This design comes from an exercise in tuning for small area and a short achievable clock period on the open sky130 flow, not from production work. Function was checked by simulation only, so behaviour that the tests miss may differ from the original. Power figures rest on the tool's default switching activity, not on a simulated workload.

==> inputs of job 2354 <==
==> flow/design.v (excerpt) <==
module alu_design #(parameter W = 16, parameter N = 4) (
  clock, reset, CE, INP_valid, MODE, CMD, OPA, OPB, CIN, ERR, RES, OV, COUT, G, L, E);
make LEC_CHECK=0 CAP_MARGIN=20 CORE_MARGIN=2 CORE_UTILIZATION=65 PLACE_DENSITY=0.75 SETUP_SLACK_MARGIN=1.5 SLEW_MARGIN=20 finish   # period 8.3 ns
run.sh (not shown) runs the stock make flow with config.mk's settings and CLKGATE_MAP_FILE= SYNTH_SCRIPT=/design/flow/synth_recipe.tcl, a recipe that flattens the netlist after the stock synthesis.
==> job 5604 (differences from job 2354) <==
CORE_UTILIZATION = 45   (was 65)
PLACE_DENSITY = 0.6   (was 0.75)
SETUP_SLACK_MARGIN = 4   (was 1.5)
==> job 8702 (differences from job 2354) <==
--- a/flow/design.v
+++ b/flow/design.v
@@ -26,10 +26,27 @@
 wire i_rotbad = |OPB[W-1:5];
 wire i_rot  = (i_rol | i_ror) & ~i_rotbad;
 wire i_oneh = i_rot | i_shra | i_shla;
 wire [3:0] i_k = i_rol ? OPB[3:0] : i_ror ? (4'd0 - OPB[3:0]) : i_shla ? 4'd1 : 4'd15;
 wire [W-1:0] i_b = i_oneh ? (16'd1 << i_k) : OPB;
+wire i_l11 = ~MODE & i_v11;
+wire i_l01 = ~MODE & i_v01;
+wire i_l10 = ~MODE & (INP_valid == 2'b10);
+wire [W-1:0] i_lres =
+    ({W{i_l11 & (CMD == 4'b0000)}}  & (OPA & OPB)) |
+    ({W{i_l11 & (CMD == 4'b0001)}} & ~(OPA & OPB)) |
+    ({W{i_l11 & (CMD == 4'b0010)}}   & (OPA | OPB)) |
+    ({W{i_l11 & (CMD == 4'b0011)}}  & ~(OPA | OPB)) |
+    ({W{i_l11 & (CMD == 4'b0100)}}  & (OPA ^ OPB)) |
+    ({W{i_l11 & (CMD == 4'b0101)}} & ~(OPA ^ OPB)) |
+    ({W{i_l01 & (CMD == 4'b0110)}} & ~OPA) |
+    ({W{i_l10 & (CMD == 4'b0111)}} & ~OPB) |
+    ({W{i_l10 & (CMD == 4'b1010)}} & (OPB >> 1)) |
+    ({W{i_l10 & (CMD == 4'b1011)}} & (OPB << 1));
+wire i_logic = (i_l11 & (CMD <= 4'b0101)) | (i_l01 & (CMD == 4'b0110)) |
+               (i_l10 & ((CMD == 4'b0111) | (CMD == 4'b1010) | (CMD == 4'b1011)));
+wire [W-1:0] i_a = i_logic ? i_lres : OPA;
 reg i_err;
 always @(*) begin
   i_err = 1'b1;
   if (MODE) begin
     case (INP_valid)
@@ -45,30 +62,28 @@
       2'b11: i_err = ~((CMD <= 4'b0101) | (((CMD == 4'b1100) | (CMD == 4'b1101)) & ~i_rotbad));
       default: i_err = 1'b1;
     endcase
   end
 end
+localparam KL = 8;     
+localparam KH = 27;    
 reg [W-1:0] na_r, nb_r;
 reg [N-1:0] cmd_r;
 reg [1:0] valid_r;
 reg mode_r, cin_r;
 reg mul_r, err_r;
 always @(posedge clock or posedge reset) begin
-  if (reset) begin
-    na_r    <= 0;
-    nb_r    <= 0;
-    cmd_r   <= 0;
+  if (reset)
     valid_r <= 0;
-    mode_r  <= 0;
-    cin_r   <= 0;
-    mul_r   <= 0;
-    err_r   <= 0;
-  end else if (CE) begin
-    na_r    <= ~OPA;
+  else if (CE)
+    valid_r <= INP_valid;
+end
+always @(posedge clock) begin
+  if (CE) begin
+    na_r    <= ~i_a;
     nb_r    <= ~i_b;
     cmd_r   <= CMD;
-    valid_r <= INP_valid;
     mode_r  <= MODE;
     cin_r   <= CIN;
     mul_r   <= i_mul | i_oneh;
     err_r   <= i_err;
   end
@@ -111,12 +126,14 @@
 wire r_v01 = (valid_r == 2'b01);
 wire r_v10 = (valid_r == 2'b10);
 wire r_v11 = (valid_r == 2'b11);
 wire sgn     = op_sadd | op_ssub;
 wire r_sgn   = am & r_v11 & ((cmd_r == 4'b1011) | (cmd_r == 4'b1100));
-wire use_a   = am & ((r_v11 & ((cmd_r[3:2] == 2'b00) | (cmd_r == 4'b1001) | (cmd_r == 4'b1011) | (cmd_r == 4'b1100))) |
-                     (r_v01 & ((cmd_r == 4'b0100) | (cmd_r == 4'b0101))));
+wire r_logic = lm & ((r_v11 & (cmd_r <= 4'b0101)) | (r_v01 & (cmd_r == 4'b0110)) |
+                     (r_v10 & ((cmd_r == 4'b0111) | (cmd_r == 4'b1010) | (cmd_r == 4'b1011))));
+wire use_a   = (am & ((r_v11 & ((cmd_r[3:2] == 2'b00) | (cmd_r == 4'b1001) | (cmd_r == 4'b1011) | (cmd_r == 4'b1100))) |
+                      (r_v01 & ((cmd_r == 4'b0100) | (cmd_r == 4'b0101))))) | r_logic;
 wire ones_a  = am & r_v10 & (cmd_r == 4'b0111);
 wire use_b   = am & ((r_v11 & ((cmd_r[3:2] == 2'b00) | (cmd_r == 4'b1001) | (cmd_r == 4'b1011) | (cmd_r == 4'b1100))) |
                      (r_v10 & ((cmd_r == 4'b0110) | (cmd_r == 4'b0111))));
 wire inv_b   = am & ((r_v11 & ((cmd_r == 4'b0001) | (cmd_r == 4'b0011) | (cmd_r == 4'b1100))) |
                      (r_v01 & (cmd_r == 4'b0101)));
@@ -959,56 +976,87 @@
 wire hc21 = pp15_15 & fc234;
 assign tx[30] = hc20;
 assign ty[30] = hs21;
 assign tx[31] = hc21;
 assign ty[31] = 1'b0;
-wire [2*W-1:0] S = tx + ty;
 wire eq = (opa_r == opb_r);
 wire lt = {opa_r[W-1] ^ sgn, opa_r[W-2:0]} < {opb_r[W-1] ^ sgn, opb_r[W-2:0]};
 wire cmp_sel = op_cmp | sgn;
-wire [W-1:0] lres =
-    ({W{op_and}}  & (opa_r & opb_r)) |
-    ({W{op_nand}} & ~(opa_r & opb_r)) |
-    ({W{op_or}}   & (opa_r | opb_r)) |
-    ({W{op_nor}}  & ~(opa_r | opb_r)) |
-    ({W{op_xor}}  & (opa_r ^ opb_r)) |
-    ({W{op_xnor}} & ~(opa_r ^ opb_r)) |
-    ({W{op_nota}} & ~opa_r) |
-    ({W{op_notb}} & ~opb_r) |
-    ({W{op_shrb}} & (opb_r >> 1)) |
-    ({W{op_shlb}} & (opb_r << 1));
 wire ar_small = op_add | op_sub | op_addc | op_subc | op_inca | op_deca | op_incb | op_decb | sgn;
 wire sx       = op_sub | op_subc | op_deca | op_decb | sgn;
-wire sel_lo   = ar_small | op_muli | rot_ok | op_shla;
-wire sel_hi   = rot_ok | op_shra;
-wire [2*W-1:0] res_comb =
-    ({2*W{ar_small}} & {{(W-1){S[W] & sx}}, S[W:0]}) |
-    ({2*W{op_muli}}  & S) |
-    ({2*W{op_muls}}  & {S[2*W-2:0], 1'b0}) |
-    {{W{1'b0}}, ({W{sel_lo}} & S[W-1:0]) | ({W{sel_hi}} & S[2*W-1:W]) | lres};
-wire cout_comb = S[W] & (op_add | op_addc | op_inca | op_incb);
-wire ov_comb   = (S[W] & (op_sub | op_deca | op_decb)) |
-                 (S[W] & op_subc & ~(cin_r & (&opb_r))) |
-                 ((S[W] ^ S[W-1]) & sgn);
+wire logic_op = op_and | op_nand | op_or | op_nor | op_xor | op_xnor | op_nota | op_notb | op_shrb | op_shlb;   
+wire [KL:0] lo_sum = tx[KL-1:0] + ty[KL-1:0];
+wire [2*W-KH-1:0] hi_sum = tx[2*W-1:KH] + ty[2*W-1:KH];
+wire c_lo  = ar_small | op_muli | rot_ok | op_shla | logic_op;   
+wire c_hi  = rot_ok | op_shra;                                   
+wire c_sh  = op_muls;                                            
+wire c_16  = ar_small | op_muli;                                 
+wire c_up  = op_muli;                                            
+wire c_sx  = sx;                                                 
+wire c_co  = op_add | op_addc | op_inca | op_incb;               
+wire c_ovu = op_sub | op_deca | op_decb | (op_subc & ~(cin_r & (&opb_r)));   
+wire c_ovs = sgn;                                                
 wire e_comb = cmp_sel & eq;
 wire l_comb = cmp_sel & lt;
 wire g_comb = cmp_sel & ~eq & ~lt;
+reg [KL-1:0] s_lo;
+reg        s_cl;
+reg [KH-KL-1:0] s_mx, s_my;
+reg [2*W-KH-1:0] s_hi;
+reg q_lo, q_hi, q_sh, q_16, q_up, q_sx, q_co, q_ovu, q_ovs;
+reg q_g, q_l, q_e, q_err;
+always @(posedge clock) begin
+  if (CE) begin
+    s_lo  <= lo_sum[KL-1:0];
+    s_cl  <= lo_sum[KL];
+    s_mx  <= tx[KH-1:KL];
+    s_my  <= ty[KH-1:KL];
+    s_hi  <= hi_sum;
+  end
+end
 always @(posedge clock or posedge reset) begin
   if (reset) begin
-    RES  <= 0;
-    COUT <= 0;
-    OV   <= 0;
-    G    <= 0;
-    L    <= 0;
-    E    <= 0;
-    ERR  <= 0;
+    q_lo  <= 0;
+    q_hi  <= 0;
+    q_sh  <= 0;
+    q_16  <= 0;
+    q_up  <= 0;
+    q_sx  <= 0;
+    q_co  <= 0;
+    q_ovu <= 0;
+    q_ovs <= 0;
+    q_g   <= 0;
+    q_l   <= 0;
+    q_e   <= 0;
+    q_err <= 0;
   end else if (CE) begin
-    RES  <= res_comb;
-    COUT <= cout_comb;
-    OV   <= ov_comb;
-    G    <= g_comb;
-    L    <= l_comb;
-    E    <= e_comb;
-    ERR  <= err_comb;
+    q_lo  <= c_lo;
+    q_hi  <= c_hi;
+    q_sh  <= c_sh;
+    q_16  <= c_16;
+    q_up  <= c_up;
+    q_sx  <= c_sx;
+    q_co  <= c_co;
+    q_ovu <= c_ovu;
+    q_ovs <= c_ovs;
+    q_g   <= g_comb;
+    q_l   <= l_comb;
+    q_e   <= e_comb;
+    q_err <= err_comb;
   end
 end
+wire [KH-KL:0] mid_sum = s_mx + s_my + s_cl;
+wire [2*W-KH-1:0] hi_fin = s_hi + mid_sum[KH-KL];
+wire [2*W-1:0] S = {hi_fin, mid_sum[KH-KL-1:0], s_lo};
+always @(*) begin
+  RES = ({2*W{q_sh}} & {S[2*W-2:0], 1'b0}) |
+        {({(W-1){q_up}} & S[2*W-1:W+1]) | {(W-1){q_sx & S[W]}},
+         q_16 & S[W],
+         ({W{q_lo}} & S[W-1:0]) | ({W{q_hi}} & S[2*W-1:W])};
+  COUT = q_co & S[W];
+  OV   = (q_ovu & S[W]) | (q_ovs & (S[W] ^ S[W-1]));
+  G    = q_g;
+  L    = q_l;
+  E    = q_e;
+  ERR  = q_err;
+end
 endmodule
SETUP_SLACK_MARGIN = 2.5   (was 1.5)
==> job 5903 (differences from job 2354) <==
CORE_UTILIZATION = 45   (was 65)
PLACE_DENSITY = 0.6   (was 0.75)
SETUP_SLACK_MARGIN = unset   (was 1.5)
==> summary of the runs <==
- In job 5903 the via count is higher than in job 8702, by 9.7%.
- Synthesized area is the same in job 5604 and job 2354.
- Against job 5903, the register-to-register slack of job 5604 is higher by 1.3 ns.
- Combinational power: job 5604 > job 2354 > job 5903 > job 8702.
- In job 5903 the maximum frequency is smaller than in job 8702, by about 27%.

[what the ideal ports hide]
The flow's constraints put no driver on any port. The routed layouts listed below were extracted and timed again, unchanged, in two steps.
Step 1 (the two cells are an assumption about what drives the block):
set clk [get_ports {clock}]
set_driving_cell -lib_cell sky130_fd_sc_hd__clkbuf_16 $clk
set_driving_cell -lib_cell sky130_fd_sc_hd__buf_2 [delete_from_list [all_inputs] $clk]
Step 2 times the ports against the registers' clock, not the clock port: input delays grow and output delays shrink by t, the midpoint of the rising clock arrivals with the driver on.
Slacks: ideal ports / drivers / drivers and shift; pairs: ideal ports / drivers.
run | shift t [ns] | setup slack, ns | worst setup path after step 2 | latest minus earliest clock arrival (ns)
job 2354 | 0.391 | 1.624 / 1.624 / 1.624 | register to register | 0.008 / 0.007
job 5604 | 0.391 | 2.013 / 2.013 / 2.013 | register to register | 0.010 / 0.010
job 8702 | 0.410 | 2.795 / 2.744 / 2.877 | register to register | 0.016 / 0.016
job 5903 | 0.402 | 0.736 / 0.736 / 0.736 | register to register | 0.010 / 0.010
After both steps every run listed still meets setup and hold.
